Source: an optimization exercise on an open RTL-to-GDS flow (aim: small area, a short achievable clock period and few clock cycles per item). Production flows keep margins and buffers that such runs may drop.
Where RTL was checked, it was by simulation tests only, not by an equivalence proof against the original.
Power figures rest on the tool's default switching activity, not on a simulated workload.

==> flow/design.v <==
module rvdff #( parameter WIDTH=1, SHORT=0 )
   (
     input logic [WIDTH-1:0] din,
     input logic           clk,
     input logic                   rst_l,
     output logic [WIDTH-1:0] dout
     );
if (SHORT == 1) begin
   assign dout = din;
end
else begin
   always_ff @(posedge clk or negedge rst_l) begin
      if (rst_l == 0)
        dout[WIDTH-1:0] <= 0;
      else
        dout[WIDTH-1:0] <= din[WIDTH-1:0];
   end
end
endmodule
module rvdffs #( parameter WIDTH=1, SHORT=0 )
   (
     input logic [WIDTH-1:0] din,
     input logic             en,
     input logic           clk,
     input logic                   rst_l,
     output logic [WIDTH-1:0] dout
     );
if (SHORT == 1) begin : genblock
   assign dout = din;
end
else begin : genblock
   rvdff #(WIDTH) dffs (.din((en) ? din[WIDTH-1:0] : dout[WIDTH-1:0]), .*);
end
endmodule
module rvdffe #( parameter WIDTH=1, SHORT=0, OVERRIDE=0 )
   (
     input  logic [WIDTH-1:0] din,
     input  logic           en,
     input  logic           clk,
     input  logic           rst_l,
     input  logic             scan_mode,
     output logic [WIDTH-1:0] dout
     );
if (SHORT == 1) begin : genblock
   if (1) begin : genblock
      assign dout = din;
   end
end
else begin : genblock
   if (1) begin: genblock
      rvdffs #(WIDTH) dff ( .* );
   end
end  
endmodule  
module rvtwoscomp #( parameter WIDTH=32 )
   (
     input logic [WIDTH-1:0] din,
     output logic [WIDTH-1:0] dout
     );
   logic [WIDTH-1:1]          dout_temp;    
   genvar                     i;
   for ( i = 1; i < WIDTH; i++ )  begin : flip_after_first_one
      assign dout_temp[i] = (|din[i-1:0]) ? ~din[i] : din[i];
   end : flip_after_first_one
   assign dout[WIDTH-1:0]  = { dout_temp[WIDTH-1:1], din[0] };
endmodule   
module el2_exu_div_ctl
  (
   input logic           clk,                        
   input logic           rst_l,                      
   input logic           valid,                      
   input logic           unsign,                     
   input logic           rem,                        
   input logic  [31:0]   dividend,                   
   input logic  [31:0]   divisor,                    
   input logic           cancel,                     
   output logic          finish_dly,                 
   output logic [31:0]   out                         
  );
   function automatic logic [5:0] lzc32(input logic [31:0] x);
      logic [31:0]      v;
      logic [31:0][4:0] c;
      integer l, i, n;
      v = x;
      c = '0;
      n = 32;
      for (l = 0; l < 5; l = l + 1) begin
         for (i = 0; i < 16; i = i + 1)
            if (i < n / 2) begin
               c[i] = v[2*i+1] ? c[2*i+1] : (c[2*i] | (5'd1 << l));
               v[i] = v[2*i+1] | v[2*i];
            end
         n = n / 2;
      end
      lzc32 = {v[0], c[0]};
   endfunction
   function automatic logic [31:0] cneg32(input logic [31:0] x, input logic n);
      logic [31:0] o;
      integer d, i;
      o = x;
      for (d = 1; d < 32; d = d * 2)
         for (i = 0; i < 32; i = i + 1)
            if ((i / d) % 2 == 1)
               o[i] = o[i] | o[(i / d) * d - 1];
      cneg32 = x ^ ({o[30:0], 1'b0} & {32{n}});
   endfunction
   function automatic logic [32:0] add32(input logic [31:0] a, input logic [31:0] b, input logic ci);
      logic [31:0] g, p, gg, pp;
      logic [32:0] c;
      integer d, i;
      g  = a & b;
      p  = a ^ b;
      gg = g;
      pp = p;
      gg[0] = g[0] | (p[0] & ci);
      for (d = 1; d < 32; d = d * 2)
         for (i = 2 * d - 1; i < 32; i = i + 2 * d) begin
            gg[i] = gg[i] | (pp[i] & gg[i - d]);
            pp[i] = pp[i] & pp[i - d];
         end
      for (d = 8; d >= 1; d = d / 2)
         for (i = 3 * d - 1; i < 32; i = i + 2 * d) begin
            gg[i] = gg[i] | (pp[i] & gg[i - d]);
            pp[i] = pp[i] & pp[i - d];
         end
      c = {gg, ci};
      add32 = {c[32], p ^ c[31:0]};
   endfunction
   logic        a_neg, b_neg;
   logic [31:0] a_abs;
   logic [5:0]  za, zb, la, lb;
   logic [6:0]  t;
   logic        dz, quick;
   logic        busy_ff, fin_ff;
   logic [3:0]  cnt_ff;
   logic        rem_ff, neg_ff, bneg_ff;
   logic [31:0] r_ff, q_ff;
   logic [31:0] e_ff;                                    
   logic [32:0] e_cur;
   logic [32:0] s1, s2;
   logic        ge1, ge2;
   logic [31:0] r1, r2;
   assign a_neg  = ~unsign & dividend[31];
   assign b_neg  = ~unsign & divisor[31];
   assign a_abs  = cneg32(dividend, a_neg);
   logic [33:0] b_x;
   assign b_x    = {{2{b_neg}}, divisor} ^ {34{~b_neg}};
   assign la     = lzc32(a_abs);
   assign za     = la[5] ? {1'b0, la[4:0]} : 6'd32;        
   assign lb     = lzc32(~b_x[31:0]);
   assign zb     = {1'b0, lb[4:0]};                      
   assign t      = {1'b0, zb} - {1'b0, za};              
   assign dz     = ~lb[5] & ~b_neg;
   assign quick  = dz | t[6];
   assign e_cur  = ({1'b1, e_ff} << {cnt_ff, 1'b0}) | (~({33{1'b1}} << {cnt_ff, 1'b0}) & {33{~bneg_ff}});
   assign s1     = add32(r_ff, {e_cur[30:0], ~bneg_ff}, ~bneg_ff);
   assign ge1    = e_cur[32] & e_cur[31] & s1[32];
   assign r1     = ge1 ? s1[31:0] : r_ff;
   assign s2     = add32(r1, e_cur[31:0], ~bneg_ff);
   assign ge2    = e_cur[32] & s2[32];
   assign r2     = ge2 ? s2[31:0] : r1;
   always_ff @(posedge clk or negedge rst_l) begin
      if (!rst_l) begin
         busy_ff <= 1'b0;
         fin_ff  <= 1'b0;
      end
      else begin
         busy_ff <= ~cancel & (valid ? ~quick : (busy_ff & (cnt_ff != 4'd0)));
         fin_ff  <= ~cancel & (valid ? quick  : (busy_ff & (cnt_ff == 4'd0)));
      end
   end
   always_ff @(posedge clk) begin
      if (valid) begin
         cnt_ff  <= t[4:1];
         rem_ff  <= rem;
         neg_ff  <= rem ? a_neg : (dz | (~unsign & (dividend[31] ^ divisor[31])));
         bneg_ff <= b_neg;
         r_ff    <= a_abs;
         q_ff    <= {31'b0, dz};                      
         e_ff    <= b_x[31:0];
      end
      else begin
         cnt_ff  <= cnt_ff - 4'd1;
         r_ff    <= r2;
         q_ff    <= {q_ff[29:0], ge1, ge2};
      end
   end
   logic [31:0] res;
   assign res        = ({32{fin_ff &  rem_ff}} & r_ff) |
                       ({32{fin_ff & ~rem_ff}} & q_ff);
   assign finish_dly = fin_ff & ~cancel;
   assign out        = {32{~cancel}} & cneg32(res, fin_ff & neg_ff);
endmodule  
export LEC_CHECK = 0
export ABC_AREA = 1
export CAP_MARGIN = 20
export CORE_MARGIN = 2
export CORE_UTILIZATION = 30
export PLACE_DENSITY = 0.5
export SLEW_MARGIN = 20
export SETUP_SLACK_MARGIN = 8.0
export BUFFER_PORTS_ARGS = -buffer_cell sky130_fd_sc_hd__buf_1
create_clock -name core_clock -period 15.0 [get_ports {clk}]
standard.sh (not shown) runs the stock make flow with config.mk's settings and CLKGATE_MAP_FILE= SYNTH_SCRIPT=/design/flow/synth_recipe.tcl, a recipe that flattens the netlist after the stock synthesis.
==> flow/flow/run.sh <==
#!/bin/bash
set -e
echo "export SETUP_SLACK_MARGIN = 8.0" >> config.mk
echo "export BUFFER_PORTS_ARGS = -buffer_cell sky130_fd_sc_hd__buf_1" >> config.mk
cp config.mk config_used.log
bash standard.sh > standard.log 2>&1
Testbench counts at the start, summed over its fixed seeds: cycles 16,266, items 3,200.
Edit:
--- a/flow/design.v
+++ b/flow/design.v
@@ -134,7 +134,8 @@
    logic        busy_ff, fin_ff;
    logic [3:0]  cnt_ff;
+   logic [3:0]  sh_ff;                                   
    logic        rem_ff, neg_ff, bneg_ff;
    logic [31:0] r_ff, q_ff;
-   logic [31:0] e_ff;                                    
+   logic [32:0] e_ff;                                    
    logic [32:0] e_cur;
    logic [32:0] s1, s2;
@@ -153,5 +154,5 @@
    assign dz     = ~lb[5] & ~b_neg;
    assign quick  = dz | t[6];
-   assign e_cur  = ({1'b1, e_ff} << {cnt_ff, 1'b0}) | (~({33{1'b1}} << {cnt_ff, 1'b0}) & {33{~bneg_ff}});
+   assign e_cur  = (e_ff << {sh_ff, 1'b0}) | (~({33{1'b1}} << {sh_ff, 1'b0}) & {33{~bneg_ff}});
    assign s1     = add32(r_ff, {e_cur[30:0], ~bneg_ff}, ~bneg_ff);
    assign ge1    = e_cur[32] & e_cur[31] & s1[32];
@@ -173,4 +174,5 @@
       if (valid) begin
          cnt_ff  <= t[4:1];
+         sh_ff   <= t[4:1];
          rem_ff  <= rem;
          neg_ff  <= rem ? a_neg : (dz | (~unsign & (dividend[31] ^ divisor[31])));
@@ -178,16 +180,15 @@
          r_ff    <= a_abs;
          q_ff    <= {31'b0, dz};                      
-         e_ff    <= b_x[31:0];
+         e_ff    <= b_x[32:0];
       end
       else begin
          cnt_ff  <= cnt_ff - 4'd1;
+         sh_ff   <= 4'd0;
          r_ff    <= r2;
          q_ff    <= {q_ff[29:0], ge1, ge2};
+         e_ff    <= {2'b11, e_cur[32:2]};
       end
    end
-   logic [31:0] res;
-   assign res        = ({32{fin_ff &  rem_ff}} & r_ff) |
-                       ({32{fin_ff & ~rem_ff}} & q_ff);
    assign finish_dly = fin_ff & ~cancel;
-   assign out        = {32{~cancel}} & cneg32(res, fin_ff & neg_ff);
+   assign out        = {32{finish_dly}} & cneg32(rem_ff ? r_ff : q_ff, neg_ff);
 endmodule  
Effect:
- The changed run finished clean
- routed wire length climbs by 2.8%
- combinational power drops by 23%
- core utilization climbs by 0.65 points
- final area is about the same
- setup slack loses 0.061 ns
- maximum frequency drops by 0.88%
- worst hold slack loses 0.013 ns
- global-route usage climbs by 1.1 points
- clock skew drops by 0.0038 ns
- non-clock buffer count climbs by 14
- synthesized cell count climbs by 2.4%
- first-iteration DRC count drops by 5.6%
- sequential power drops by about 1%
- synthesized area drops by 1.8%
Testbench counts after the change, summed over its fixed seeds: cycles 16,266, items 3,200.

* * *

RTL: the design.v shown in full above, as it stands there.
export LEC_CHECK = 0
export ABC_AREA = 1
export CAP_MARGIN = 20
export CORE_MARGIN = 2
export CORE_UTILIZATION = 30
export GPL_ROUTABILITY_DRIVEN = 0
export PLACE_DENSITY = 0.5
export SLEW_MARGIN = 20
export SETUP_SLACK_MARGIN = 8.25
export BUFFER_PORTS_ARGS = -buffer_cell sky130_fd_sc_hd__buf_1
create_clock -name core_clock -period 15.0 [get_ports {clk}]
==> flow/flow/run.sh <==
#!/bin/bash
set -e
echo "export SETUP_SLACK_MARGIN = 8.25" >> config.mk
echo "export BUFFER_PORTS_ARGS = -buffer_cell sky130_fd_sc_hd__buf_1" >> config.mk
cp config.mk config_used.log
bash standard.sh > standard.log 2>&1
Testbench counts at the start, summed over its fixed seeds: cycles 16,266, items 3,200.
Rerun with:
--- a/flow/design.v
+++ b/flow/design.v
@@ -130,15 +130,16 @@
    logic [31:0] a_abs;
    logic [5:0]  za, zb, la, lb;
    logic [6:0]  t;
    logic        dz, quick;
    logic        busy_ff, fin_ff;
    logic [3:0]  cnt_ff;
+   logic [3:0]  sh_ff;                                   
    logic        rem_ff, neg_ff, bneg_ff;
    logic [31:0] r_ff, q_ff;
-   logic [31:0] e_ff;                                    
+   logic [32:0] e_ff;                                    
    logic [32:0] e_cur;
    logic [32:0] s1, s2;
    logic        ge1, ge2;
    logic [31:0] r1, r2;
    assign a_neg  = ~unsign & dividend[31];
    assign b_neg  = ~unsign & divisor[31];
@@ -149,13 +150,13 @@
    assign za     = la[5] ? {1'b0, la[4:0]} : 6'd32;        
    assign lb     = lzc32(~b_x[31:0]);
    assign zb     = {1'b0, lb[4:0]};                      
    assign t      = {1'b0, zb} - {1'b0, za};              
    assign dz     = ~lb[5] & ~b_neg;
    assign quick  = dz | t[6];
-   assign e_cur  = ({1'b1, e_ff} << {cnt_ff, 1'b0}) | (~({33{1'b1}} << {cnt_ff, 1'b0}) & {33{~bneg_ff}});
+   assign e_cur  = (e_ff << {sh_ff, 1'b0}) | (~({33{1'b1}} << {sh_ff, 1'b0}) & {33{~bneg_ff}});
    assign s1     = add32(r_ff, {e_cur[30:0], ~bneg_ff}, ~bneg_ff);
    assign ge1    = e_cur[32] & e_cur[31] & s1[32];
    assign r1     = ge1 ? s1[31:0] : r_ff;
    assign s2     = add32(r1, e_cur[31:0], ~bneg_ff);
    assign ge2    = e_cur[32] & s2[32];
    assign r2     = ge2 ? s2[31:0] : r1;
@@ -169,23 +170,26 @@
          fin_ff  <= ~cancel & (valid ? quick  : (busy_ff & (cnt_ff == 4'd0)));
       end
    end
    always_ff @(posedge clk) begin
       if (valid) begin
          cnt_ff  <= t[4:1];
+         sh_ff   <= t[4:1];
          rem_ff  <= rem;
          neg_ff  <= rem ? a_neg : (dz | (~unsign & (dividend[31] ^ divisor[31])));
          bneg_ff <= b_neg;
          r_ff    <= a_abs;
          q_ff    <= {31'b0, dz};                      
-         e_ff    <= b_x[31:0];
+         e_ff    <= b_x[32:0];
       end
       else begin
          cnt_ff  <= cnt_ff - 4'd1;
+         sh_ff   <= 4'd0;
          r_ff    <= r2;
          q_ff    <= {q_ff[29:0], ge1, ge2};
+         e_ff    <= {2'b11, e_cur[32:2]};
       end
    end
    logic [31:0] res;
    assign res        = ({32{fin_ff &  rem_ff}} & r_ff) |
                        ({32{fin_ff & ~rem_ff}} & q_ff);
    assign finish_dly = fin_ff & ~cancel;
The new run finished clean.
Core utilization climbs by 0.45 points.
Sequential cell count went up by 4.
Die area goes down by 1.4%.
Wire length is higher by 4.6%.
First-iteration DRC count came out lower by 4.3%.
Clock-buffer cell count decreases by 2.
Power went down by 22%.
The RTL of the second run of this note was laid out without a check of its function.

==> what the ideal ports hide <==
In the flow no input, the clock included, has a driving cell. The finished layouts below were timed again as built, in two steps. Step 1 assumes that a clkbuf_16 drives the clock port and a buf_2 every other input. Step 2 also shifts input and output timing later by t, the mid clock arrival at the registers, as if the neighbouring blocks saw the same clock. a / b / c = ideal / step 1 / step 2; a / b = the first two.
| run | t (ns) | setup slack, ns | worst setup path at the end |
|---|---|---|---|
| the first run of note 1 | 0.410 | 8.120 / 8.097 / 8.097 | input to output |
| the second run of note 1 | 0.419 | 8.059 / 8.038 / 8.038 | input to output |
| the first run of note 2 | 0.422 | 8.299 / 8.237 / 8.237 | input to output |
| the second run of note 2 | 0.419 | 8.266 / 8.196 / 8.169 | input to register |
After both steps setup and hold are still met in every run listed. The setup slack of the second run of note 2, which loses most, moves by -0.070 ns with the drivers and by -0.097 ns with both steps.
